What follows belongs to an exercise in optimizing a design on an open flow for small area; a production flow would make more cautious choices.
For this run, only the layout was checked, not whether the RTL still works.
Power figures rest on the tool's default switching activity, not on a simulated workload.

[flow/config.mk]
export PLATFORM = sky130hd
export DESIGN_NAME = screen
export DESIGN_NICKNAME = screen
export VERILOG_FILES = /design/flow/design.v
export SDC_FILE = /design/flow/constraint.sdc
export NUM_CORES = 8
export LEC_CHECK = 0
export CAP_MARGIN = 20
export CORE_MARGIN = 2
export CORE_UTILIZATION = 20
export PLACE_DENSITY = 0.3
export SLEW_MARGIN = 20
[flow/constraint.sdc]
create_clock -name core_clock -period 16.0 [get_ports {clk}]
set_input_delay 3.2000 -clock core_clock [delete_from_list [all_inputs] [get_ports {clk}]]
set_output_delay 3.2000 -clock core_clock [all_outputs]
set_load 0.01 [all_outputs]
[flow/design.v]
module screen(input wire clk, input wire rst, output [3:0] vgaRed, output [3:0] vgaGreen,
    output [3:0] vgaBlue, output hsync, output vsync,
    input [2:0] color, input [3:0] blockcommand, input isenter, input choosing,
    input [4:0] keyboardcommand, input ischanged, input auto, output [15:0] led, output isdone);
    reg [9:0] pixel_cnt, line_cnt;
    reg hsync_i, vsync_i;
    always @(posedge clk) begin
        if (rst) pixel_cnt <= 10'd0;
        else if (pixel_cnt < 10'd799) pixel_cnt <= pixel_cnt + 10'd1;
        else pixel_cnt <= 10'd0;
    end
    always @(posedge clk) begin
        if (rst) hsync_i <= 1'b1;
        else hsync_i <= !((pixel_cnt >= 10'd655) && (pixel_cnt < 10'd751));
    end
    always @(posedge clk) begin
        if (rst) line_cnt <= 10'd0;
        else if (pixel_cnt == 10'd799) begin
            if (line_cnt < 10'd524) line_cnt <= line_cnt + 10'd1;
            else line_cnt <= 10'd0;
        end
    end
    always @(posedge clk) begin
        if (rst) vsync_i <= 1'b1;
        else vsync_i <= !((line_cnt >= 10'd489) && (line_cnt < 10'd491));
    end
    assign hsync = hsync_i;
    assign vsync = vsync_i;
    wire vis_line = (line_cnt < 10'd480);
    wire valid = (pixel_cnt < 10'd640) && vis_line;
    reg [9:0] ga, gr, ga2;
    reg [7:0] gr2;
    always @(posedge clk) begin
        if (rst || !vis_line) begin ga <= 10'd0; gr <= 10'd0; ga2 <= 10'd0; gr2 <= 8'd0; end
        else if (pixel_cnt == 10'd799) begin
            if (gr >= 10'd268) begin gr <= gr - 10'd268; ga <= ga + 10'd2; end
            else begin gr <= gr + 10'd732; ga <= ga + 10'd1; end
            if (gr2 >= 8'd41) begin gr2 <= gr2 - 8'd41; ga2 <= ga2 + 10'd2; end
            else begin gr2 <= gr2 + 8'd193; ga2 <= ga2 + 10'd1; end
        end
    end
    wire [12:1] blk, fr;
    wire blank;
    geom geom_inst(.h(pixel_cnt), .a(ga), .r(gr), .a2(ga2), .r2(gr2), .blk(blk), .fr(fr), .blank(blank));
    reg [2:0] ccode;
    always @(*) begin
        case (color)
            3'd0: ccode = 3'b100;  3'd1: ccode = 3'b010;  3'd2: ccode = 3'b001;
            3'd3: ccode = 3'b101;  3'd4: ccode = 3'b110;  3'd5: ccode = 3'b111;
            default: ccode = 3'b000;
        endcase
    end
    reg [35:0] cN;       
    reg [35:0] csN;      
    reg st, fl, prech;
    reg [1:0] ec;
    wire [71:0] cube;
    wire [35:0] f_colors, b_colors;
    wire [12:1] csnz;
    genvar gi;
    generate for (gi = 1; gi <= 12; gi = gi + 1) begin : g_entry
        always @(posedge clk or posedge rst) begin
            if (rst) cN[3*gi-1:3*gi-3] <= 3'd0;
            else if (choosing) begin
                if (st) cN[3*gi-1:3*gi-3] <= 3'd0;
                else if (blockcommand == gi) cN[3*gi-1:3*gi-3] <= ccode;
            end
        end
        always @(posedge clk or posedge rst) begin
            if (rst) csN[3*gi-1:3*gi-3] <= 3'd0;
            else if (choosing) begin
                if (st || !prech) csN[3*gi-1:3*gi-3] <= 3'd0;
                else if (cN[3*gi-1:3*gi-3] != 3'd0) csN[3*gi-1:3*gi-3] <= cN[3*gi-1:3*gi-3];
            end
            else csN[3*gi-1:3*gi-3] <= cube[3*gi-1:3*gi-3];
        end
        assign csnz[gi] = (csN[3*gi-1:3*gi-3] != 3'd0);
    end endgenerate
    wire colorfull = &csnz;
    always @(posedge clk or posedge rst) begin
        if (rst) begin st <= 1'b0; fl <= 1'b0; prech <= 1'b0; ec <= 2'd0; end
        else begin
            prech <= choosing;
            if (choosing) begin
                if (st) begin st <= 1'b0; fl <= 1'b1; end
                else if (ec == 2'd1 && !fl) st <= 1'b1;
            end
            if (isenter) begin
                case (ec)
                    2'd0: if (colorfull) ec <= 2'd1;
                    2'd1: ec <= 2'd2;
                    2'd2: if (colorfull) ec <= 2'd3;
                    default: ;
                endcase
            end
        end
    end
    wire tmpenter = (ec == 2'd1) && !fl && choosing;
    wire tmpenter2 = (ec == 2'd2) && choosing;
    storecolor str1(.clk(clk), .rst(rst), .isenteronce(tmpenter), .isentertwice(tmpenter2),
                    .colors(csN), .f_colors(f_colors), .b_colors(b_colors));
    wire [4:0] command;
    wire chg;
    cube_cntrl cub1(.clk(clk), .rst(rst), .command(command), .ischanged(chg),
                    .fcol(f_colors), .bcol(b_colors), .load_done(!choosing && ec[1]), .b(cube));
    wire ready0 = auto && !choosing && ec[1];
    wire dfd, tfd;
    reg [4:0] cnt;
    wire [4:0] cnt0, cnt1, cnt2, cmd0, cmd1, cmd2;
    wire chg0, chg1, chg2;
    AIsolving sol0(.clk(clk), .rst(rst), .ready(ready0), .cube(cube), .cnt(cnt), .cnt_nxt(cnt0),
                   .AIcmd(cmd0), .ischanged(chg0), .downfacedone(dfd));
    solvetop sol1(.clk(clk), .rst(rst), .ready(dfd), .cube(cube), .cnt(cnt), .cnt_nxt(cnt1),
                  .AIcmd(cmd1), .ischanged(chg1), .topfacedone(tfd));
    solveside sol2(.clk(clk), .rst(rst), .ready(tfd), .cube(cube), .cnt(cnt), .cnt_nxt(cnt2),
                   .AIcmd(cmd2), .ischanged(chg2), .isdone(isdone));
    always @(posedge clk or posedge rst) begin
        if (rst) cnt <= 5'd0;
        else if (ready0) cnt <= !dfd ? cnt0 : !tfd ? cnt1 : cnt2;
    end
    assign command = !auto ? keyboardcommand : !dfd ? cmd0 : !tfd ? cmd1 : cmd2;
    assign chg = !auto ? ischanged : !dfd ? chg0 : !tfd ? chg1 : chg2;
    assign led = isdone ? 16'hffff : tfd ? 16'h03ff : dfd ? 16'h001f : 16'h0000;
    reg frame;
    always @(*) begin
        case (blockcommand)
            4'd2: frame = fr[2];   4'd3: frame = fr[3];   4'd4: frame = fr[4];
            4'd5: frame = fr[5];   4'd6: frame = fr[6];   4'd7: frame = fr[7];
            4'd8: frame = fr[8];   4'd9: frame = fr[9];   4'd10: frame = fr[10];
            4'd11: frame = fr[11]; 4'd12: frame = fr[12]; default: frame = fr[1];
        endcase
    end
    wire m_col = choosing && !ec[0];
    reg [2:0] bcode;
    integer k;
    always @(*) begin
        bcode = 3'd0;
        for (k = 1; k <= 12; k = k + 1)
            if (blk[k])
                bcode = bcode | (!choosing ? cube[3*k-1 -: 3] :
                                 !ec[0] ? csN[3*k-1 -: 3] :
                                 ec[1] ? b_colors[3*k-1 -: 3] : f_colors[3*k-1 -: 3]);
    end
    reg [11:0] rgb;
    always @(*) begin
        if (!valid) rgb = 12'h000;
        else if (frame) rgb = m_col ? 12'h60c : 12'h000;
        else if (|blk) rgb = {{4{bcode[2]}}, {bcode[1] | (bcode[2] & bcode[0]), {2{(bcode[1] & !bcode[2]) | (bcode[2] & bcode[0])}},
                              bcode[1] | (bcode[2] & bcode[0])}, {4{bcode[0] & !bcode[1]}}};
        else if (blank) rgb = 12'hffc;
        else rgb = 12'h000;
    end
    assign {vgaRed, vgaGreen, vgaBlue} = rgb;
endmodule
module geom(input [9:0] h, input [9:0] a, input [9:0] r, input [9:0] a2, input [7:0] r2,
  output [12:1] blk, output [12:1] fr, output blank);
  wire [10:0] S = {1'b0,h} + {1'b0,a};
  wire [11:0] Du = {2'b0,h} + 12'd1024 - {2'b0,a};
  wire [11:0] D2u = {2'b0,h} + 12'd1024 - {2'b0,a2};
  wire tA0 = (D2u>=12'd577) | ((D2u==12'd576) & (r2<=8'd209));
  wire h_1 = tA0;
  wire tA1 = (D2u>=12'd759) | ((D2u==12'd758) & (r2<=8'd97));
  wire h_2 = tA1;
  wire tA2 = (D2u>=12'd942) | ((D2u==12'd941) & (r2<=8'd219));
  wire h_3 = tA2;
  wire tB3 = (Du>=12'd1063) | ((Du==12'd1062) & (r<=10'd802));
  wire h_4 = tB3;
  wire tB4 = (Du>=12'd1163) | ((Du==12'd1162) & (r<=10'd790));
  wire h_5 = tB4;
  wire tC5 = (S>11'd508) | ((S==11'd508) & (r>=10'd490));
  wire h_6 = ~tC5;
  wire tC6 = (S>11'd606) | ((S==11'd606) & (r>=10'd17));
  wire h_7 = ~tC6;
  wire tC7 = (S>11'd702) | ((S==11'd702) & (r>=10'd783));
  wire h_8 = ~tC7;
  wire tC8 = (S>11'd875) | ((S==11'd875) & (r>=10'd983));
  wire h_9 = ~tC8;
  wire tC9 = (S>11'd1049) | ((S==11'd1049) & (r>=10'd183));
  wire h_10 = ~tC9;
  wire tA10 = (D2u>=12'd573) | ((D2u==12'd572) & (r2<=8'd127));
  wire tA11 = (D2u>=12'd763) | ((D2u==12'd762) & (r2<=8'd180));
  wire b_1 = tA10 & ~tA11;
  wire tA12 = (D2u>=12'd755) | ((D2u==12'd754) & (r2<=8'd15));
  wire tA13 = (D2u>=12'd945) | ((D2u==12'd944) & (r2<=8'd68));
  wire b_2 = tA12 & ~tA13;
  wire tA14 = (D2u>=12'd938) | ((D2u==12'd937) & (r2<=8'd137));
  wire tB15 = (Du>=12'd1066) | ((Du==12'd1065) & (r<=10'd339));
  wire b_3 = tA14 & ~tB15;
  wire tB16 = (Du>=12'd1059) | ((Du==12'd1058) & (r<=10'd266));
  wire tB17 = (Du>=12'd1166) | ((Du==12'd1165) & (r<=10'd327));
  wire b_4 = tB16 & ~tB17;
  wire tC18 = (S>11'd1052) | ((S==11'd1052) & (r>=10'd647));
  wire tC19 = (S>11'd872) | ((S==11'd872) & (r>=10'd520));
  wire b_5 = ~tC18 & tC19;
  wire tC20 = (S>11'd879) | ((S==11'd879) & (r>=10'd447));
  wire tC21 = (S>11'd699) | ((S==11'd699) & (r>=10'd320));
  wire b_6 = ~tC20 & tC21;
  wire tC22 = (S>11'd706) | ((S==11'd706) & (r>=10'd247));
  wire tC23 = (S>11'd602) | ((S==11'd602) & (r>=10'd554));
  wire b_7 = ~tC22 & tC23;
  wire tC24 = (S>11'd609) | ((S==11'd609) & (r>=10'd481));
  wire tC25 = (S>11'd505) | ((S==11'd505) & (r>=10'd27));
  wire b_8 = ~tC24 & tC25;
  wire tA26 = (D2u>=12'd580) | ((D2u==12'd579) & (r2<=8'd58));
  wire bp1 = tA10 & ~tA26;
  wire bp2 = tA12 & ~tA11;
  wire bp3 = tA14 & ~tA13;
  wire tC27 = (S>11'd1045) | ((S==11'd1045) & (r>=10'd720));
  wire bp4 = ~tC18 & tC27;
  wire bp5 = ~tC20 & tC19;
  wire bp6 = ~tC22 & tC21;
  wire bp7 = tB16 & ~tB15;
  wire tB28 = (Du>=12'd1159) | ((Du==12'd1158) & (r<=10'd254));
  wire bp8 = tB28 & ~tB17;
  wire bp9 = ~tC24 & tC23;
  wire tC29 = (S>11'd511) | ((S==11'd511) & (r>=10'd954));
  wire bp10 = ~tC29 & tC25;
  wire v_1 = (h>10'd222)&(h<10'd268);
  wire v_2 = (h>10'd272)&(h<10'd318);
  wire v_3 = (h>10'd322)&(h<10'd368);
  wire v_4 = (h>10'd372)&(h<10'd418);
  assign blk[1] = v_1&b_1&~bp1&~bp2;
  assign blk[2] = v_1&b_2&~bp2&~bp3;
  assign blk[3] = v_2&b_1&~bp1&~bp2;
  assign blk[4] = v_2&b_2&~bp2&~bp3;
  assign blk[5] = v_3&b_5&~bp4&~bp5;
  assign blk[6] = v_3&b_6&~bp5&~bp6;
  assign blk[7] = v_4&b_5&~bp4&~bp5;
  assign blk[8] = v_4&b_6&~bp5&~bp6;
  assign blk[9] = b_3&b_8&~bp3&~bp7&~bp9&~bp10;
  assign blk[10] = b_3&b_7&~bp6&~bp3&~bp7&~bp9;
  assign blk[11] = b_4&b_7&~bp6&~bp7&~bp8&~bp9;
  assign blk[12] = b_4&b_8&~bp7&~bp8&~bp9&~bp10;
  wire tC30 = (S>11'd505) | ((S==11'd505) & (r>=10'd26));
  wire tA31 = (D2u>=12'd573) | ((D2u==12'd572) & (r2<=8'd128));
  wire tB32 = (Du>=12'd1166) | ((Du==12'd1165) & (r<=10'd326));
  wire tC33 = (S>11'd1052) | ((S==11'd1052) & (r>=10'd648));
  assign blank = (h<10'd218) | (h>10'd422) | ~tC30 | ~tA31 | tB32 | tC33;
  assign fr[1] = (bp2&(h>10'd218)&(h<10'd272))|((h>10'd268)&(h<10'd272)&h_1&~h_2)|(bp1&(h>10'd218)&(h<10'd272))|((h<10'd222)&~blank&~h_2);
  assign fr[2] = (bp3&(h>10'd218)&(h<10'd272))|((h>10'd268)&(h<10'd272)&h_2&~h_3)|(bp2&(h>10'd218)&(h<10'd272))|((h<10'd222)&~blank&~h_3&h_2);
  assign fr[3] = ((h>10'd268)&(h<10'd272)&h_1&~h_2)|((h>10'd268)&(h<10'd322)&bp1)|((h>10'd318)&(h<10'd322)&h_1&~h_2)|((h>10'd268)&(h<10'd322)&bp2);
  assign fr[4] = ((h>10'd268)&(h<10'd272)&h_2&~h_3)|((h>10'd268)&(h<10'd322)&bp2)|((h>10'd318)&(h<10'd322)&h_2&~h_3)|((h>10'd268)&(h<10'd322)&bp3);
  assign fr[5] = ((h>10'd318)&(h<10'd322)&h_1&~h_2)|((h>10'd318)&(h<10'd372)&bp4)|((h>10'd368)&(h<10'd372)&h_10&~h_9)|((h>10'd318)&(h<10'd372)&bp5);
  assign fr[6] = ((h>10'd318)&(h<10'd322)&h_2&~h_3)|((h>10'd318)&(h<10'd372)&bp5)|((h>10'd368)&(h<10'd372)&h_9&~h_8)|((h>10'd318)&(h<10'd372)&bp6);
  assign fr[7] = ((h>10'd368)&(h<10'd372)&h_10&~h_9)|((h>10'd368)&(h<10'd422)&bp4)|((h>10'd418)&(h<10'd422)&h_10&~h_9)|((h>10'd368)&(h<10'd422)&bp5);
  assign fr[8] = ((h>10'd368)&(h<10'd372)&h_9&~h_8)|((h>10'd368)&(h<10'd422)&bp5)|((h>10'd418)&(h<10'd422)&h_9&~h_8)|((h>10'd368)&(h<10'd422)&bp6);
  assign fr[9] = ((h>10'd218)&(h<10'd272)&bp3)|(h_3&~h_4&bp9)|(h_7&~h_6&bp7)|(h_3&~h_4&bp10);
  assign fr[10] = ((h>10'd268)&(h<10'd322)&bp3)|(h_3&~h_4&bp6)|(h_8&~h_7&bp7)|(h_3&~h_4&bp9);
  assign fr[11] = (h_8&~h_7&bp7)|(h_4&~h_5&bp6)|(h_8&~h_7&bp8)|(h_4&~h_5&bp9);
  assign fr[12] = (h_7&~h_6&bp7)|(h_4&~h_5&bp9)|(h_7&~h_6&bp8)|(h_4&~h_5&bp10);
endmodule
module storecolor(input wire clk, input wire rst, input wire isenteronce, input wire isentertwice,
    input wire [35:0] colors, output reg [35:0] f_colors, output reg [35:0] b_colors);
    always @(posedge clk or posedge rst) begin
        if (rst) begin f_colors <= 36'd0; b_colors <= 36'd0; end
        else begin
            if (isenteronce) f_colors <= colors;
            if (isentertwice) b_colors <= colors;
        end
    end
endmodule
module cube_cntrl(input wire clk, input wire rst, input wire [4:0] command, input wire ischanged,
  input wire [35:0] fcol, input wire [35:0] bcol, input wire load_done, output reg [71:0] b);
  reg state;
  always @(posedge clk or posedge rst) begin
    if (rst) begin state <= 1'b0; b <= 72'd0; end
    else if (!state) begin b <= {bcol, fcol}; state <= load_done; end
    else if (ischanged) begin
      case (command)
        5'd0: begin  
          b[8:6] <= b[68:66]; b[11:9] <= b[71:69]; b[14:12] <= b[20:18]; b[17:15] <= b[14:12];
          b[20:18] <= b[23:21]; b[23:21] <= b[17:15]; b[29:27] <= b[8:6]; b[32:30] <= b[11:9];
          b[56:54] <= b[29:27]; b[59:57] <= b[32:30]; b[68:66] <= b[56:54]; b[71:69] <= b[59:57];
        end
        5'd1: begin  
          b[8:6] <= b[29:27]; b[11:9] <= b[32:30]; b[14:12] <= b[17:15]; b[17:15] <= b[23:21];
          b[20:18] <= b[14:12]; b[23:21] <= b[20:18]; b[29:27] <= b[56:54]; b[32:30] <= b[59:57];
          b[56:54] <= b[68:66]; b[59:57] <= b[71:69]; b[68:66] <= b[8:6]; b[71:69] <= b[11:9];
        end
        5'd2: begin  
          b[2:0] <= b[8:6]; b[5:3] <= b[2:0]; b[8:6] <= b[11:9]; b[11:9] <= b[5:3];
          b[14:12] <= b[29:27]; b[17:15] <= b[26:24]; b[26:24] <= b[41:39]; b[29:27] <= b[38:36];
          b[38:36] <= b[62:60]; b[41:39] <= b[71:69]; b[62:60] <= b[14:12]; b[71:69] <= b[17:15];
        end
        5'd3: begin  
          b[2:0] <= b[5:3]; b[5:3] <= b[11:9]; b[8:6] <= b[2:0]; b[11:9] <= b[8:6];
          b[14:12] <= b[62:60]; b[17:15] <= b[71:69]; b[26:24] <= b[17:15]; b[29:27] <= b[14:12];
          b[38:36] <= b[29:27]; b[41:39] <= b[26:24]; b[62:60] <= b[38:36]; b[71:69] <= b[41:39];
        end
        5'd4: begin  
          b[5:3] <= b[17:15]; b[11:9] <= b[23:21]; b[17:15] <= b[56:54]; b[23:21] <= b[50:48];
          b[26:24] <= b[29:27]; b[29:27] <= b[32:30]; b[32:30] <= b[35:33]; b[35:33] <= b[26:24];
          b[38:36] <= b[11:9]; b[44:42] <= b[5:3]; b[50:48] <= b[38:36]; b[56:54] <= b[44:42];
        end
        5'd5: begin  
          b[5:3] <= b[44:42]; b[11:9] <= b[38:36]; b[17:15] <= b[5:3]; b[23:21] <= b[11:9];
          b[26:24] <= b[35:33]; b[29:27] <= b[26:24]; b[32:30] <= b[29:27]; b[35:33] <= b[32:30];
          b[38:36] <= b[50:48]; b[44:42] <= b[56:54]; b[50:48] <= b[23:21]; b[56:54] <= b[17:15];
        end
        5'd6: begin  
          b[2:0] <= b[26:24]; b[5:3] <= b[35:33]; b[26:24] <= b[50:48]; b[35:33] <= b[53:51];
          b[38:36] <= b[44:42]; b[41:39] <= b[38:36]; b[44:42] <= b[47:45]; b[47:45] <= b[41:39];
          b[50:48] <= b[65:63]; b[53:51] <= b[62:60]; b[62:60] <= b[5:3]; b[65:63] <= b[2:0];
        end
        5'd7: begin  
          b[2:0] <= b[65:63]; b[5:3] <= b[62:60]; b[26:24] <= b[2:0]; b[35:33] <= b[5:3];
          b[38:36] <= b[41:39]; b[41:39] <= b[47:45]; b[44:42] <= b[38:36]; b[47:45] <= b[44:42];
          b[50:48] <= b[26:24]; b[53:51] <= b[35:33]; b[62:60] <= b[53:51]; b[65:63] <= b[50:48];
        end
        5'd8: begin  
          b[2:0] <= b[65:63]; b[5:3] <= b[62:60]; b[8:6] <= b[68:66]; b[11:9] <= b[71:69];
          b[14:12] <= b[20:18]; b[17:15] <= b[14:12]; b[20:18] <= b[23:21]; b[23:21] <= b[17:15];
          b[26:24] <= b[2:0]; b[29:27] <= b[8:6]; b[32:30] <= b[11:9]; b[35:33] <= b[5:3];
          b[38:36] <= b[41:39]; b[41:39] <= b[47:45]; b[44:42] <= b[38:36]; b[47:45] <= b[44:42];
          b[50:48] <= b[26:24]; b[53:51] <= b[35:33]; b[56:54] <= b[29:27]; b[59:57] <= b[32:30];
          b[62:60] <= b[53:51]; b[65:63] <= b[50:48]; b[68:66] <= b[56:54]; b[71:69] <= b[59:57];
        end
        5'd9: begin  
          b[2:0] <= b[26:24]; b[5:3] <= b[35:33]; b[8:6] <= b[29:27]; b[11:9] <= b[32:30];
          b[14:12] <= b[17:15]; b[17:15] <= b[23:21]; b[20:18] <= b[14:12]; b[23:21] <= b[20:18];
          b[26:24] <= b[50:48]; b[29:27] <= b[56:54]; b[32:30] <= b[59:57]; b[35:33] <= b[53:51];
          b[38:36] <= b[44:42]; b[41:39] <= b[38:36]; b[44:42] <= b[47:45]; b[47:45] <= b[41:39];
          b[50:48] <= b[65:63]; b[53:51] <= b[62:60]; b[56:54] <= b[68:66]; b[59:57] <= b[71:69];
          b[62:60] <= b[5:3]; b[65:63] <= b[2:0]; b[68:66] <= b[8:6]; b[71:69] <= b[11:9];
        end
        5'd10: begin  
          b[2:0] <= b[14:12]; b[5:3] <= b[17:15]; b[8:6] <= b[20:18]; b[11:9] <= b[23:21];
          b[14:12] <= b[59:57]; b[17:15] <= b[56:54]; b[20:18] <= b[53:51]; b[23:21] <= b[50:48];
          b[26:24] <= b[29:27]; b[29:27] <= b[32:30]; b[32:30] <= b[35:33]; b[35:33] <= b[26:24];
          b[38:36] <= b[11:9]; b[41:39] <= b[8:6]; b[44:42] <= b[5:3]; b[47:45] <= b[2:0];
          b[50:48] <= b[38:36]; b[53:51] <= b[41:39]; b[56:54] <= b[44:42]; b[59:57] <= b[47:45];
          b[62:60] <= b[71:69]; b[65:63] <= b[62:60]; b[68:66] <= b[65:63]; b[71:69] <= b[68:66];
        end
        5'd11: begin  
          b[2:0] <= b[47:45]; b[5:3] <= b[44:42]; b[8:6] <= b[41:39]; b[11:9] <= b[38:36];
          b[14:12] <= b[2:0]; b[17:15] <= b[5:3]; b[20:18] <= b[8:6]; b[23:21] <= b[11:9];
          b[26:24] <= b[35:33]; b[29:27] <= b[26:24]; b[32:30] <= b[29:27]; b[35:33] <= b[32:30];
          b[38:36] <= b[50:48]; b[41:39] <= b[53:51]; b[44:42] <= b[56:54]; b[47:45] <= b[59:57];
          b[50:48] <= b[23:21]; b[53:51] <= b[20:18]; b[56:54] <= b[17:15]; b[59:57] <= b[14:12];
          b[62:60] <= b[65:63]; b[65:63] <= b[68:66]; b[68:66] <= b[71:69]; b[71:69] <= b[62:60];
        end
        5'd12: begin  
          b[2:0] <= b[8:6]; b[5:3] <= b[2:0]; b[8:6] <= b[11:9]; b[11:9] <= b[5:3];
          b[14:12] <= b[29:27]; b[17:15] <= b[26:24]; b[20:18] <= b[32:30]; b[23:21] <= b[35:33];
          b[26:24] <= b[41:39]; b[29:27] <= b[38:36]; b[32:30] <= b[44:42]; b[35:33] <= b[47:45];
          b[38:36] <= b[62:60]; b[41:39] <= b[71:69]; b[44:42] <= b[65:63]; b[47:45] <= b[68:66];
          b[50:48] <= b[53:51]; b[53:51] <= b[59:57]; b[56:54] <= b[50:48]; b[59:57] <= b[56:54];
          b[62:60] <= b[14:12]; b[65:63] <= b[20:18]; b[68:66] <= b[23:21]; b[71:69] <= b[17:15];
        end
        5'd13: begin  
          b[2:0] <= b[5:3]; b[5:3] <= b[11:9]; b[8:6] <= b[2:0]; b[11:9] <= b[8:6];
          b[14:12] <= b[62:60]; b[17:15] <= b[71:69]; b[20:18] <= b[65:63]; b[23:21] <= b[68:66];
          b[26:24] <= b[17:15]; b[29:27] <= b[14:12]; b[32:30] <= b[20:18]; b[35:33] <= b[23:21];
          b[38:36] <= b[29:27]; b[41:39] <= b[26:24]; b[44:42] <= b[32:30]; b[47:45] <= b[35:33];
          b[50:48] <= b[56:54]; b[53:51] <= b[50:48]; b[56:54] <= b[59:57]; b[59:57] <= b[53:51];
          b[62:60] <= b[38:36]; b[65:63] <= b[44:42]; b[68:66] <= b[47:45]; b[71:69] <= b[41:39];
        end
        5'd14: begin  
          b[20:18] <= b[65:63]; b[23:21] <= b[68:66]; b[32:30] <= b[20:18]; b[35:33] <= b[23:21];
          b[44:42] <= b[32:30]; b[47:45] <= b[35:33]; b[50:48] <= b[56:54]; b[53:51] <= b[50:48];
          b[56:54] <= b[59:57]; b[59:57] <= b[53:51]; b[65:63] <= b[44:42]; b[68:66] <= b[47:45];
        end
        5'd15: begin  
          b[20:18] <= b[32:30]; b[23:21] <= b[35:33]; b[32:30] <= b[44:42]; b[35:33] <= b[47:45];
          b[44:42] <= b[65:63]; b[47:45] <= b[68:66]; b[50:48] <= b[53:51]; b[53:51] <= b[59:57];
          b[56:54] <= b[50:48]; b[59:57] <= b[56:54]; b[65:63] <= b[20:18]; b[68:66] <= b[23:21];
        end
        5'd16: begin  
          b[2:0] <= b[47:45]; b[8:6] <= b[41:39]; b[14:12] <= b[2:0]; b[20:18] <= b[8:6];
          b[41:39] <= b[53:51]; b[47:45] <= b[59:57]; b[53:51] <= b[20:18]; b[59:57] <= b[14:12];
          b[62:60] <= b[65:63]; b[65:63] <= b[68:66]; b[68:66] <= b[71:69]; b[71:69] <= b[62:60];
        end
        5'd17: begin  
          b[2:0] <= b[14:12]; b[8:6] <= b[20:18]; b[14:12] <= b[59:57]; b[20:18] <= b[53:51];
          b[41:39] <= b[8:6]; b[47:45] <= b[2:0]; b[53:51] <= b[41:39]; b[59:57] <= b[47:45];
          b[62:60] <= b[71:69]; b[65:63] <= b[62:60]; b[68:66] <= b[65:63]; b[71:69] <= b[68:66];
        end
        default: ;
      endcase
    end
  end
endmodule
module AIsolving(input wire clk, input wire rst, input wire ready, input wire [71:0] cube,
    input wire [4:0] cnt, output reg [4:0] cnt_nxt, output reg [4:0] AIcmd,
    output reg ischanged, output wire downfacedone);
    localparam WHITE = 3'b101;
    localparam C_R = 5'd0, C_RP = 5'd1, C_F = 5'd2, C_FP = 5'd3, C_U = 5'd4, C_UP = 5'd5,
               C_X = 5'd8, C_XP = 5'd9, C_Z = 5'd12, C_ZP = 5'd13, C_D = 5'd16, C_DP = 5'd17,
               C_NO = 5'd31;
    localparam Initial = 7'd0, Scan = 7'd1, FindD = 7'd2, Turning = 7'd3, Turnagain = 7'd4,
               Findspace = 7'd5, TurningDown = 7'd6, DownTurnagain = 7'd7, findWhite = 7'd28,
               readyturnwhite = 7'd29, End = 7'd30, rest = 7'd34;
    reg [6:0] state, nstate;
    reg [8:0] x, nx;
    wire [24:1] wh;
    genvar gi;
    generate for (gi = 1; gi <= 24; gi = gi + 1) begin : g_wh
        assign wh[gi] = (cube[3*gi-1:3*gi-3] == WHITE);
    end endgenerate
    reg scanw, findw, spacew;
    always @(*) begin
        case (cnt)
            5'd1: scanw = wh[1];   5'd2: scanw = wh[2];   5'd3: scanw = wh[3];   5'd4: scanw = wh[4];
            5'd5: scanw = wh[5];   5'd6: scanw = wh[6];   5'd7: scanw = wh[7];   5'd8: scanw = wh[8];
            5'd9: scanw = wh[9];   5'd10: scanw = wh[10]; 5'd11: scanw = wh[11]; 5'd12: scanw = wh[12];
            5'd13: scanw = wh[13]; 5'd14: scanw = wh[14]; 5'd15: scanw = wh[15]; 5'd16: scanw = wh[16];
            5'd17: scanw = wh[17]; 5'd18: scanw = wh[18]; 5'd19: scanw = wh[19]; 5'd20: scanw = wh[20];
            5'd21: scanw = wh[21]; 5'd22: scanw = wh[22]; 5'd23: scanw = wh[23]; 5'd24: scanw = wh[24];
            default: scanw = 1'b0;
        endcase
        case (cnt)
            5'd1: findw = wh[4];   5'd2: findw = wh[6];   5'd3: findw = wh[10];  5'd4: findw = wh[8];
            5'd5: findw = wh[19];  5'd6: findw = wh[11];  5'd7: findw = wh[17];  5'd8: findw = wh[15];
            5'd9: findw = wh[12];  5'd10: findw = wh[13]; 5'd11: findw = wh[2];  5'd12: findw = wh[9];
            5'd13: findw = wh[3];  5'd14: findw = wh[5];  5'd15: findw = wh[7];  5'd16: findw = wh[20];
            5'd17: findw = wh[18]; 5'd18: findw = wh[16]; 5'd19: findw = wh[14]; 5'd20: findw = wh[1];
            default: findw = 1'b0;
        endcase
        case (cnt)
            5'd1: spacew = wh[24]; 5'd2: spacew = wh[23]; 5'd3: spacew = wh[22]; 5'd4: spacew = wh[21];
            default: spacew = 1'b1;
        endcase
    end
    wire act = (cnt[2:0] == 3'd7);
    wire [2:0] cur1 = x[2:0] + {2'b00, scanw};
    wire faceend = (cnt == 5'd4) | (cnt == 5'd8) | (cnt == 5'd12) | (cnt == 5'd16) |
                   (cnt == 5'd20) | (cnt == 5'd24);
    reg [2:0] faceidx;
    always @(*) begin
        case (cnt)
            5'd4: faceidx = 3'd0;  5'd8: faceidx = 3'd1;  5'd12: faceidx = 3'd2;
            5'd16: faceidx = 3'd3; 5'd20: faceidx = 3'd4; default: faceidx = 3'd5;
        endcase
    end
    task step(input [4:0] c, input [6:0] n);
        begin
            if (!act) cnt_nxt = cnt + 5'd1;
            else begin cnt_nxt = 5'd0; ischanged = 1'b1; AIcmd = c; nstate = n; end
        end
    endtask
    always @(*) begin
        nstate = state;
        nx = x;
        cnt_nxt = cnt;
        AIcmd = C_NO;
        ischanged = 1'b0;
        if (ready) begin
            case (state)
                Initial: begin cnt_nxt = 5'd0; nstate = Scan; end
                Scan: begin
                    cnt_nxt = cnt + 5'd1;
                    nx[2:0] = cur1;
                    if (faceend) begin
                        nx[2:0] = 3'd0;
                        if (cur1 > x[5:3]) begin nx[5:3] = cur1; nx[8:6] = faceidx; end
                    end
                    if (cnt == 5'd24) begin nstate = FindD; cnt_nxt = 5'd0; end
                end
                FindD: begin
                    cnt_nxt = cnt + 5'd1;
                    if (cnt == 5'd6) begin nstate = Turning; cnt_nxt = 5'd0; end
                end
                Turning: begin
                    if (!act) cnt_nxt = cnt + 5'd1;
                    else begin
                        cnt_nxt = 5'd0; ischanged = 1'b1; nstate = Findspace; nx[2:0] = 3'd4;
                        case (x[8:6])
                            3'd0: AIcmd = C_XP;
                            3'd1: AIcmd = C_Z;
                            3'd2: begin AIcmd = C_Z; nstate = Turnagain; end
                            3'd3: AIcmd = C_ZP;
                            3'd4: AIcmd = C_X;
                            default: AIcmd = C_NO;
                        endcase
                    end
                end
                Turnagain: begin step(C_Z, Findspace); if (act) nx[2:0] = 3'd4; end
                Findspace: begin
                    cnt_nxt = cnt + 5'd1;
                    if (!spacew) nx[2:0] = cnt[2:0] - 3'd1;
                    if (cnt == 5'd4) begin cnt_nxt = 5'd0; nstate = TurningDown; end
                end
                TurningDown: begin
                    if (!act) cnt_nxt = cnt + 5'd1;
                    else begin
                        cnt_nxt = 5'd0; ischanged = 1'b1; nstate = findWhite; nx[8:4] = 5'd21;
                        case (x[2:0])
                            3'd0: AIcmd = C_NO;
                            3'd1: AIcmd = C_DP;
                            3'd2: begin AIcmd = C_DP; nstate = DownTurnagain; end
                            3'd3: AIcmd = C_D;
                            3'd4: begin AIcmd = C_NO; nstate = End; end
                            default: AIcmd = C_NO;
                        endcase
                    end
                end
                DownTurnagain: begin step(C_DP, findWhite); if (act) nx[8:4] = 5'd21; end
                findWhite: begin
                    cnt_nxt = cnt + 5'd1;
                    if (findw) nx[8:4] = cnt;
                    if (cnt == 5'd20) begin cnt_nxt = 5'd0; nstate = readyturnwhite; end
                end
                readyturnwhite: begin
                    if (x[8:4] == 5'd21) nstate = End;
                    else if (x[8:4] >= 5'd1 && x[8:4] <= 5'd20) nstate = {2'b00, x[8:4]} + 7'd7;
                end
                7'd8:  step(C_U, 7'd31);
                7'd31: step(C_R, 7'd32);
                7'd32: step(C_UP, 7'd33);
                7'd33: step(C_RP, rest);
                7'd9:  step(C_UP, 7'd35);
                7'd35: step(C_FP, 7'd36);
                7'd36: step(C_U, 7'd37);
                7'd37: step(C_F, rest);
                7'd10: step(C_FP, 7'd38);
                7'd38: step(C_U, 7'd39);
                7'd39: step(C_U, 7'd40);
                7'd40: step(C_F, 7'd41);
                7'd41: step(C_U, 7'd42);
                7'd42: step(C_NO, 7'd8);
                7'd11: step(C_U, 7'd43);
                7'd43: step(C_NO, 7'd8);
                7'd12: step(C_U, 7'd44);
                7'd44: step(C_NO, 7'd9);
                7'd13: step(C_U, 7'd45);
                7'd45: step(C_NO, 7'd10);
                7'd14: step(C_U, 7'd46);
                7'd46: step(C_U, 7'd47);
                7'd47: step(C_NO, 7'd8);
                7'd15: step(C_U, 7'd48);
                7'd48: step(C_U, 7'd49);
                7'd49: step(C_NO, 7'd9);
                7'd16: step(C_U, 7'd50);
                7'd50: step(C_U, 7'd51);
                7'd51: step(C_NO, 7'd10);
                7'd17: step(C_UP, 7'd52);
                7'd52: step(C_NO, 7'd8);
                7'd18: step(C_UP, 7'd53);
                7'd53: step(C_NO, 7'd9);
                7'd19: step(C_UP, 7'd54);
                7'd54: step(C_NO, 7'd10);
                7'd20: step(C_R, 7'd55);
                7'd55: step(C_UP, 7'd56);
                7'd56: step(C_RP, 7'd57);
                7'd57: step(C_NO, 7'd8);
                7'd21: step(C_FP, 7'd58);
                7'd58: step(C_U, 7'd59);
                7'd59: step(C_F, 7'd60);
                7'd60: step(C_NO, 7'd9);
                7'd22: step(C_DP, 7'd61);
                7'd61: step(C_NO, 7'd20);
                7'd23: step(C_DP, 7'd62);
                7'd62: step(C_NO, 7'd21);
                7'd24: step(C_DP, 7'd63);
                7'd63: step(C_DP, 7'd64);
                7'd64: step(C_NO, 7'd20);
                7'd25: step(C_DP, 7'd56);
                7'd26: step(C_D, 7'd58);
                7'd27: step(C_D, 7'd59);
                rest: begin step(C_NO, Findspace); if (act) nx[2:0] = 3'd4; end
                default: ;
            endcase
        end
    end
    assign downfacedone = ready & (state == End);
    always @(posedge clk or posedge rst) begin
        if (rst) begin state <= Initial; x <= 9'd0; end
        else begin state <= nstate; x <= nx; end
    end
endmodule
module solvetop(input wire clk, input wire rst, input wire ready, input wire [71:0] cube,
    input wire [4:0] cnt, output reg [4:0] cnt_nxt, output reg [4:0] AIcmd,
    output reg ischanged, output wire topfacedone);
    localparam YELLOW = 3'b111;
    localparam C_R = 5'd0, C_RP = 5'd1, C_F = 5'd2, C_FP = 5'd3, C_U = 5'd4, C_UP = 5'd5,
               C_Y = 5'd10, C_NO = 5'd31;
    reg [1:0] state;           
    reg [2:0] pattern;
    reg [3:0] ostate;
    reg [1:0] nstate;
    reg [2:0] npattern;
    reg [3:0] nostate;
    wire y2  = cube[5:3]   == YELLOW;
    wire y4  = cube[11:9]  == YELLOW;
    wire y6  = cube[17:15] == YELLOW;
    wire y8  = cube[23:21] == YELLOW;
    wire y9  = cube[26:24] == YELLOW;
    wire y10 = cube[29:27] == YELLOW;
    wire y11 = cube[32:30] == YELLOW;
    wire y12 = cube[35:33] == YELLOW;
    wire y13 = cube[38:36] == YELLOW;
    wire y15 = cube[44:42] == YELLOW;
    wire y17 = cube[50:48] == YELLOW;
    wire y19 = cube[56:54] == YELLOW;
    wire act = (cnt[2:0] == 3'd7);
    reg [4:0] pcmd;
    reg plast;
    always @(*) begin
        pcmd = C_NO;
        plast = 1'b0;
        case (pattern)
            3'd1: case (ostate)
                4'd0: pcmd = C_RP; 4'd1: pcmd = C_UP; 4'd2: pcmd = C_R;  4'd3: pcmd = C_UP;
                4'd4: pcmd = C_RP; 4'd5: pcmd = C_U;  4'd6: pcmd = C_U;
                4'd7: begin pcmd = C_R; plast = 1'b1; end
                default: ;
            endcase
            3'd2: case (ostate)
                4'd0: pcmd = C_R;  4'd1: pcmd = C_U;  4'd2: pcmd = C_RP; 4'd3: pcmd = C_U;
                4'd4: pcmd = C_R;  4'd5: pcmd = C_UP; 4'd6: pcmd = C_UP;
                4'd7: begin pcmd = C_RP; plast = 1'b1; end
                default: ;
            endcase
            3'd3: case (ostate)
                4'd0: pcmd = C_F;  4'd1: pcmd = C_RP; 4'd2: pcmd = C_FP; 4'd3: pcmd = C_R;
                4'd4: pcmd = C_U;  4'd5: pcmd = C_R;  4'd6: pcmd = C_UP;
                4'd7: begin pcmd = C_RP; plast = 1'b1; end
                default: ;
            endcase
            3'd4: case (ostate)
                4'd0: pcmd = C_R;  4'd1: pcmd = C_U;  4'd2: pcmd = C_RP; 4'd3: pcmd = C_UP;
                4'd4: pcmd = C_RP; 4'd5: pcmd = C_F;  4'd6: pcmd = C_R;
                4'd7: begin pcmd = C_FP; plast = 1'b1; end
                default: ;
            endcase
            3'd5: case (ostate)
                4'd0: pcmd = C_F;  4'd1: pcmd = C_R;  4'd2: pcmd = C_U;  4'd3: pcmd = C_RP;
                4'd4: pcmd = C_UP;
                4'd5: begin pcmd = C_FP; plast = 1'b1; end
                default: ;
            endcase
            3'd6: case (ostate)
                4'd0: pcmd = C_R;  4'd1: pcmd = C_R;  4'd2: pcmd = C_U;  4'd3: pcmd = C_U;
                4'd4: pcmd = C_RP; 4'd5: pcmd = C_U;  4'd6: pcmd = C_U;  4'd7: pcmd = C_RP;
                4'd8: begin pcmd = C_RP; plast = 1'b1; end
                default: ;
            endcase
            3'd7: case (ostate)
                4'd0: pcmd = C_F;  4'd1: pcmd = C_R;  4'd2: pcmd = C_U;  4'd3: pcmd = C_RP;
                4'd4: pcmd = C_UP; 4'd5: pcmd = C_R;  4'd6: pcmd = C_U;  4'd7: pcmd = C_RP;
                4'd8: pcmd = C_UP;
                4'd9: begin pcmd = C_FP; plast = 1'b1; end
                default: ;
            endcase
            default: ;
        endcase
    end
    wire pvalid = (pattern == 3'd5) ? (ostate <= 4'd5) :
                  (pattern == 3'd6) ? (ostate <= 4'd8) :
                  (pattern == 3'd7) ? (ostate <= 4'd9) : (ostate <= 4'd7);
    always @(*) begin
        nstate = state;
        npattern = pattern;
        nostate = ostate;
        cnt_nxt = cnt;
        AIcmd = C_NO;
        ischanged = 1'b0;
        if (ready) begin
            case (state)
                2'd1: begin
                    if (y12 & y2 & y6 & y19)        begin nstate = 2'd2; npattern = 3'd1; end
                    else if (y9 & y4 & y8 & y17)    begin nstate = 2'd2; npattern = 3'd2; end
                    else if (y12 & y10 & y2 & y8)   begin nstate = 2'd2; npattern = 3'd3; end
                    else if (y2 & y10 & y11 & y17)  begin nstate = 2'd2; npattern = 3'd4; end
                    else if (y10 & y11 & y13 & y15) begin nstate = 2'd2; npattern = 3'd5; end
                    else if (y2 & y4 & y17 & y19)   begin nstate = 2'd2; npattern = 3'd6; end
                    else if (y4 & y13 & y15 & y19)  begin nstate = 2'd2; npattern = 3'd7; end
                    else if (y9 & y10 & y11 & y12)  begin nstate = 2'd3; cnt_nxt = 5'd0; end
                    else if (!act) cnt_nxt = cnt + 5'd1;
                    else begin cnt_nxt = 5'd0; AIcmd = C_Y; ischanged = 1'b1; end
                end
                2'd2: begin
                    if (pattern == 3'd0) begin nstate = 2'd3; cnt_nxt = 5'd0; end
                    else if (pvalid) begin
                        if (!act) cnt_nxt = cnt + 5'd1;
                        else begin
                            cnt_nxt = 5'd0; AIcmd = pcmd; ischanged = 1'b1;
                            if (plast) nstate = 2'd3;
                            else nostate = ostate + 4'd1;
                        end
                    end
                end
                2'd3: begin AIcmd = C_NO; ischanged = 1'b1; end
                default: ;
            endcase
        end
    end
    assign topfacedone = ready & (state == 2'd3);
    always @(posedge clk or posedge rst) begin
        if (rst) begin state <= 2'd1; pattern <= 3'd0; ostate <= 4'd0; end
        else begin state <= nstate; pattern <= npattern; ostate <= nostate; end
    end
endmodule
module solveside(input wire clk, input wire rst, input wire ready, input wire [71:0] cube,
    input wire [4:0] cnt, output reg [4:0] cnt_nxt, output reg [4:0] AIcmd,
    output reg ischanged, output reg isdone);
    localparam C_R = 5'd0, C_RP = 5'd1, C_F = 5'd2, C_FP = 5'd3, C_U = 5'd4, C_UP = 5'd5,
               C_L = 5'd6, C_Y = 5'd10, C_Z = 5'd12, C_D = 5'd16, C_NO = 5'd31;
    wire [2:0] f1 = cube[2:0],   f2 = cube[5:3],   f3 = cube[8:6],   f4 = cube[11:9];
    wire [2:0] f5 = cube[14:12], f6 = cube[17:15], f7 = cube[20:18], f8 = cube[23:21];
    wire [2:0] b1 = cube[38:36], b2 = cube[41:39], b3 = cube[44:42], b4 = cube[47:45];
    wire [2:0] b5 = cube[50:48], b6 = cube[53:51], b7 = cube[56:54], b8 = cube[59:57];
    reg [2:0] state, nstate;
    reg [3:0] countpair, ncountpair;
    reg [4:0] ostate, nostate;
    wire act = (cnt[2:0] == 3'd7);
    wire e13 = (f1 == f3), e24 = (f2 == f4), e12 = (f1 == f2), e68 = (f6 == f8);
    wire [3:0] pairs = {3'd0, e13} + {3'd0, e24} + {3'd0, f5 == f7} + {3'd0, e68} +
                       {3'd0, b1 == b3} + {3'd0, b2 == b4} + {3'd0, b5 == b7} + {3'd0, b6 == b8};
    reg [4:0] scmd;
    reg slast, sknown;
    always @(*) begin
        scmd = C_NO; slast = 1'b0; sknown = 1'b1;
        if (state == 3'd1) begin    
            case (ostate)
                5'd0: scmd = C_RP; 5'd1: scmd = C_RP; 5'd2: scmd = C_F; 5'd3: scmd = C_F;
                5'd4: scmd = C_R;  5'd5: begin scmd = C_R; slast = 1'b1; end
                default: sknown = 1'b0;
            endcase
        end else case (countpair)
            4'd1: case (ostate)
                5'd1: scmd = C_RP; 5'd2: scmd = C_F; 5'd3: scmd = C_RP; 5'd4: scmd = C_F;
                5'd5: scmd = C_F;  5'd6: scmd = C_L; 5'd7: scmd = C_FP;
                5'd8: begin scmd = C_L; slast = 1'b1; end
                default: sknown = 1'b0;
            endcase
            4'd2: case (ostate)
                5'd0: scmd = C_RP; 5'd1: scmd = C_RP; 5'd2: scmd = C_U;  5'd3: scmd = C_RP;
                5'd4: scmd = C_RP; 5'd5: scmd = C_U;  5'd6: scmd = C_D;  5'd7: scmd = C_RP;
                5'd8: scmd = C_RP; 5'd9: scmd = C_U;  5'd10: scmd = C_RP;
                5'd11: begin scmd = C_RP; slast = 1'b1; end
                default: sknown = 1'b0;
            endcase
            4'd4: case (ostate)
                5'd0: scmd = C_F;   5'd1: scmd = C_R;   5'd2: scmd = C_UP;  5'd3: scmd = C_RP;
                5'd4: scmd = C_UP;  5'd5: scmd = C_R;   5'd6: scmd = C_U;   5'd7: scmd = C_RP;
                5'd8: scmd = C_FP;  5'd9: scmd = C_R;   5'd10: scmd = C_U;  5'd11: scmd = C_RP;
                5'd12: scmd = C_UP; 5'd13: scmd = C_RP; 5'd14: scmd = C_F;  5'd15: scmd = C_R;
                5'd16: scmd = C_FP;
                default: sknown = 1'b0;
            endcase
            4'd5: case (ostate)
                5'd1: scmd = C_R;   5'd2: scmd = C_U;   5'd3: scmd = C_RP;  5'd4: scmd = C_UP;
                5'd5: scmd = C_RP;  5'd6: scmd = C_F;   5'd7: scmd = C_R;   5'd8: scmd = C_R;
                5'd9: scmd = C_UP;  5'd10: scmd = C_RP; 5'd11: scmd = C_UP; 5'd12: scmd = C_R;
                5'd13: scmd = C_U;  5'd14: scmd = C_RP;
                5'd15: begin scmd = C_FP; slast = 1'b1; end
                default: sknown = 1'b0;
            endcase
            default: sknown = 1'b0;
        endcase
    end
    task seqstep;
        begin
            if (!act) cnt_nxt = cnt + 5'd1;
            else begin
                AIcmd = scmd; ischanged = 1'b1;
                if (slast) nstate = 3'd3;
                else begin cnt_nxt = 5'd0; nostate = ostate + 5'd1; end
            end
        end
    endtask
    task wait_move(input [4:0] c);
        begin
            if (!act) cnt_nxt = cnt + 5'd1;
            else begin cnt_nxt = 5'd0; AIcmd = c; ischanged = 1'b1; end
        end
    endtask
    always @(*) begin
        nstate = state;
        ncountpair = countpair;
        nostate = ostate;
        cnt_nxt = cnt;
        AIcmd = C_NO;
        ischanged = 1'b0;
        isdone = 1'b0;
        if (ready) begin
            case (state)
                3'd0: begin ncountpair = pairs; nstate = 3'd1; end
                3'd1: case (countpair)
                    4'd0: if (sknown) seqstep;
                    4'd1: if (e24) nstate = 3'd2;
                          else if (e13) nstate = 3'd5;
                          else wait_move(C_Y);
                    4'd2: if (e13 & e24) nstate = 3'd2;
                          else if (!e13 & !e24) wait_move(C_Y);
                          else wait_move(C_D);
                    4'd4: nstate = e24 ? 3'd5 : 3'd2;
                    4'd5: nstate = (e24 & e68) ? 3'd5 : 3'd2;
                    default: nstate = 3'd3;
                endcase
                3'd2: case (countpair)
                    4'd1: if (ostate == 5'd0) begin
                              if (e12) nostate = 5'd1;
                              else wait_move(C_D);
                          end else if (sknown) seqstep;
                    4'd2: if (sknown) seqstep;
                    4'd4: if (ostate == 5'd17) begin
                              if (e12) nstate = 3'd3;
                              else wait_move(C_U);
                          end else if (sknown) seqstep;
                    4'd5: if (ostate == 5'd0) begin
                              if (b1 == b3) nostate = 5'd1;
                              else wait_move(C_U);
                          end else if (sknown) seqstep;
                    default: nstate = 3'd3;
                endcase
                3'd3: if (f1 != f2 && b1 != b2) nstate = 3'd7;
                      else isdone = 1'b1;
                3'd5: case (ostate)
                    5'd0: begin wait_move(C_Z); if (act) nostate = 5'd1; end
                    5'd1: begin wait_move(C_Z); if (act) begin nostate = 5'd0; nstate = 3'd1; end end
                    default: ;
                endcase
                3'd6: if (!act) cnt_nxt = cnt + 5'd1;
                      else begin cnt_nxt = 5'd0; nstate = 3'd0; end
                3'd7: begin wait_move(C_U); if (act) nstate = 3'd3; end
                default: nstate = 3'd3;
            endcase
        end
    end
    always @(posedge clk or posedge rst) begin
        if (rst) begin state <= 3'd6; countpair <= 4'd0; ostate <= 5'd0; end
        else begin state <= nstate; countpair <= ncountpair; ostate <= nostate; end
    end
endmodule
[flow/run.sh]
#!/bin/bash
# synth_recipe.tcl (not shown) runs the flow's synth.tcl, then flattens the netlist and writes it again
# the make line also repeats each setting of config.mk as NAME=value (left out here)
make -C /OpenROAD-flow-scripts/flow DESIGN_CONFIG=/design/flow/config.mk WORK_HOME=/design/flow/orfs CLKGATE_MAP_FILE= SYNTH_SCRIPT=/design/flow/synth_recipe.tcl finish
==> impl_metrics.tcl <==
set metrics [dict create \
    worstPathCellList "clkdlybuf4s50_1, nor2_1, inv_1, a31oi_1, o31ai_1, a211oi_1, nand4_1, nor3_1, nand4_1, a21boi_1, nor3b_1, clkdlybuf4s50_1" \
    grt_total_ovfl 0 \
    gate_count_after_technology_mapping 3932 \
    initial_utilization_pct 20.2 \
    timing.final.max_slew_violations 0 \
    fraction_of_layout_instances_using_a_drive_strength_above_1_pct 9.68 \
    critical_path.top_delay_family "buffers and inverters" \
    cts_hold_repair.buffers 0 \
    cts_inserted_buffers 50 \
    drt-wirelength-per-cell_um 26.8 \
    synth.yosys.seq_area_share_pct 25.6 \
    synth_flop_cell "sky130_fd_sc_hd__dfrtp_1" \
    min_period_over_period_pct 63.1 \
    worst_skew_pair.late_latency_ps 660 \
    vias_per_cell 5.41 \
    synth-seq-cells 322 \
    die-area_sq_um 155000 \
    maximum_capacitance_violations 0 \
    postSynthAreaPerCell_sq_um 7.71 \
    cts_repair_resize_count 0 \
    io_pins 49 \
    number_of_antenna_violations_at_the_first_check_in_global_routing 6 \
    synth_nets 4044 \
    floorplan.core_area_sq_um 150000 \
    place.detailed.hpwl_um 114000 \
    die_y_um 393 \
    antenna_left 0 \
    synth_edf_count 0 \
    max_freq_mhz 99.1 \
    cellPowerDensity_nw_per_um2 149 \
    worstHoldPathType "reg -> reg" \
    wire_length_of_the_first_global_routing_pass_um 230000 \
    vias 31800 \
    groute.usage.overall_pct 19.9 \
    cp_slowest_cell "sky130_fd_sc_hd__clkdlybuf4s50_1" \
    pre_repair_dr_iteration_count 9 \
    route.detailed.drc 0 \
    ctsLongestPathBuffers 3 \
    maxSlewHeadroom_pct 25.5 \
    clk_root_buffer_cell "sky130_fd_sc_hd__clkbuf_16" \
    rows 142 \
    wp_buf_inv 3 \
    rsz0062_at_grt "false" \
    worst-path-max-fanout 14 \
    net-switching-power_mw 2.55 \
    drt_first_iter_violations 2917 \
    syn_to_final_growth_pct 14.0 \
    fillerInstances 16700 \
    post-cts-setup-buffer-count 0 \
    setup-violations-final 0 \
    largest_net_degree_at_the_start_of_global_routing 91 \
    finalPower_mw 5.14 \
    critPathCaptureType "primary output" \
    arrival_ps 6890 \
    yosysWarningCount 6 \
    leakagePower_nw 13.0 \
    swShare_pct 49.6 \
    fin_worst_skew_ps 29.3 \
    final_wirelength_um 158000 \
    max_slew.worst_pin.slew_ps 1110 \
    power.internal_mw 2.59 \
    die_width_um 393 \
    ys_types 115 \
    comb_power_share_pct 48.3 \
    timing.final.hold_violations 0 \
    max-vdd-ir-drop_uv 77.7 \
    worstSetupPathType "in -> out" \
    numClockSinks 322 \
    cp-start-kind "primary input" \
    clkPwrFrac_pct 23.1 \
    run_status "timing/DRC/antenna clean" \
    cpPeakStageDelay_ps 700 \
    required_ps 12800 \
    nNetsFinal 3925 \
    gp_congestion 0.863 \
    grt_pass1_vias 31300 \
    seq_power_share_pct 28.6 \
    placement.io_buffers 48 \
    tritoncts "yes" \
    cts_max_level 2 \
    clk_slew_on_worst_s_h_paths_ps 50 \
    post_synth_instance_area_sq_um 30300 \
    async_reset_ff_share_pct 82.0 \
    min_period_ps 10090 \
    setup_tns_ps 0 \
]
## flip-flops by register name, indices dropped and copies added, names as in the netlist, 4 cells and up
signal / count
cub1.b: 72
cN: 36
csN: 36
str1.b_colors: 36
str1.f_colors: 36
ga2: 10
ga: 10
line_cnt: 10
pixel_cnt: 10
sol0.x: 9
gr2: 8
gr: 8
sol0.state: 7
cnt: 5
sol2.ostate: 5
sol1.ostate: 4
sol2.countpair: 4
## synth_stat cells (all sizes together) (50+ instances only)
cell type	number	area share [%]
inv	111	1.4
dfxtp	58	3.8
a21oi	292	4.8
nand3	132	2.2
o22ai	68	1.4
mux2i	115	3.8
dfrtp	261	22
a22oi	71	1.8
o211ai	61	1.5
nand4	50	1.1
mux2	86	3.2
nor3	104	1.8
ha	87	3.6
a221oi	55	1.7
xnor2	74	2.2
clkbuf	245	3.0
nor2	352	4.4
o21ai	307	5.1
nor2b	56	1.2
buf	99	1.8
nand2	325	4.0
nand2b	86	1.8
## kinds of logic after synthesis
logic type	Yosys count	synth area share, %
AO/OA/AOI/OAI	1367	30.9
XOR/XNOR	105	3.10
adder cells (fa/ha/maj)	94	4.05
buffers and inverters	460	6.28
flip-flops	322	25.6
multiplexers	201	6.99
AND/OR/NAND/NOR	1383	23.1
## per-layer routing
metal | vias to the layer above | GRT usage [%] | part of all wire [%]
li1 | 14600 | - | -
met4 | 6 | 7.08 | 3.6
met2 | 943 | 33.0 | 47
met3 | 240 | 2.07 | 4.1
met1 | 16000 | 26.7 | 45
met5 | - | 0 | 0.027
## power groups by stage
stage                     logic, mW  registers (mW)  clock network [mW]
after detailed placement       2.45            1.48                   0
final                          2.48            1.47                1.18
after CTS                      2.46            1.47                1.23
after global placement         2.48            1.49                   0
after floorplan                1.63            1.19                   0
after global routing           2.67            1.49                1.25
## cells in the final DEF (no fill, tap or decap), types with 58 or more instances in the layout
cell | synthesis | final
sky130_fd_sc_hd__a21oi_1 | 291 | 291
sky130_fd_sc_hd__a22oi_1 | 71 | 71
sky130_fd_sc_hd__buf_4 | 26 | 126
sky130_fd_sc_hd__dfrtp_1 | 261 | 259
sky130_fd_sc_hd__dfxtp_1 | 58 | 58
sky130_fd_sc_hd__ha_1 | 87 | 86
sky130_fd_sc_hd__inv_1 | 110 | 108
sky130_fd_sc_hd__mux2_2 | 86 | 86
sky130_fd_sc_hd__mux2i_1 | 115 | 115
sky130_fd_sc_hd__nand2_1 | 325 | 323
sky130_fd_sc_hd__nand2b_1 | 86 | 86
sky130_fd_sc_hd__nand3_1 | 131 | 131
sky130_fd_sc_hd__nor2_1 | 349 | 349
sky130_fd_sc_hd__nor3_1 | 100 | 100
sky130_fd_sc_hd__o211ai_1 | 61 | 61
sky130_fd_sc_hd__o21ai_0 | 271 | 269
sky130_fd_sc_hd__o22ai_1 | 68 | 68
sky130_fd_sc_hd__xnor2_1 | 73 | 73
## cell type report
class	instances	area [sq um]	share of cell area (%)
clock buffer	69	1410	4.07
clock inverter	24	300	0.869
timing repair buffer	173	1420	4.10
tap	2016	2520	7.30
antenna	4	10.0	0.0290
inverter	116	443	1.28
sequential	322	7770	22.5
multi-input combinational	3150	20700	59.8
## worst paths after layout
kind                       slack (ps)  cells past startpoint             from           endpoint
setup / recovery                 5910                     12  blockcommand[0]         vgaBlue[0]
hold reg to reg                   460                      1               fl                 fl
setup reg to reg                 9790                     14   sol2.ostate[0]         cub1.b[20]
max in group asynchronous       11300                      3              rst  str1.b_colors[23]
min in group asynchronous        3240                      2              rst              ec[0]
hold / removal                    460                      1               fl                 fl
## metrics by stage
step	cell area, sq um	hold slack [ps]	util, %	instances	setup WS (ps)
6_report	34500	456	23.0	5874	5910
5_1_grt	34500	491	23.0	5870	5630
4_1_cts	34500	459	23.0	5870	5850
3_5_place_dp	32800	446	21.9	5777	5860
3_3_place_gp	32800	442	21.9	5777	5730
2_1_floorplan	30300	424	-	3932	5420

==> re-timing with driven ports <==
The results above use ideal ports. As a check the final layout listed here was re-extracted and re-timed, cells and wires unchanged. Step 1, drivers: a clkbuf_16 drives clk and a buf_2 each remaining input, both assumed. Step 2 also shifts input and output timing later by t, the mid clock arrival at the registers, as if the neighbouring blocks saw the same clock. Slacks: no drivers / after step 1 / after step 2; pairs: no drivers / after step 1.
t (ns): 0.712
setup WS [ns]: 5.911 / 5.851 / 5.851
hold slack, ns: 0.456 / 0.456 / 0.456
worst setup path after step 2: input to output
worst slew at a driven data input, ns: 0.13
After both steps setup and hold are still met in this run. For this run, drivers alone change the setup slack by -0.060 ns; drivers and shift together by -0.060 ns.
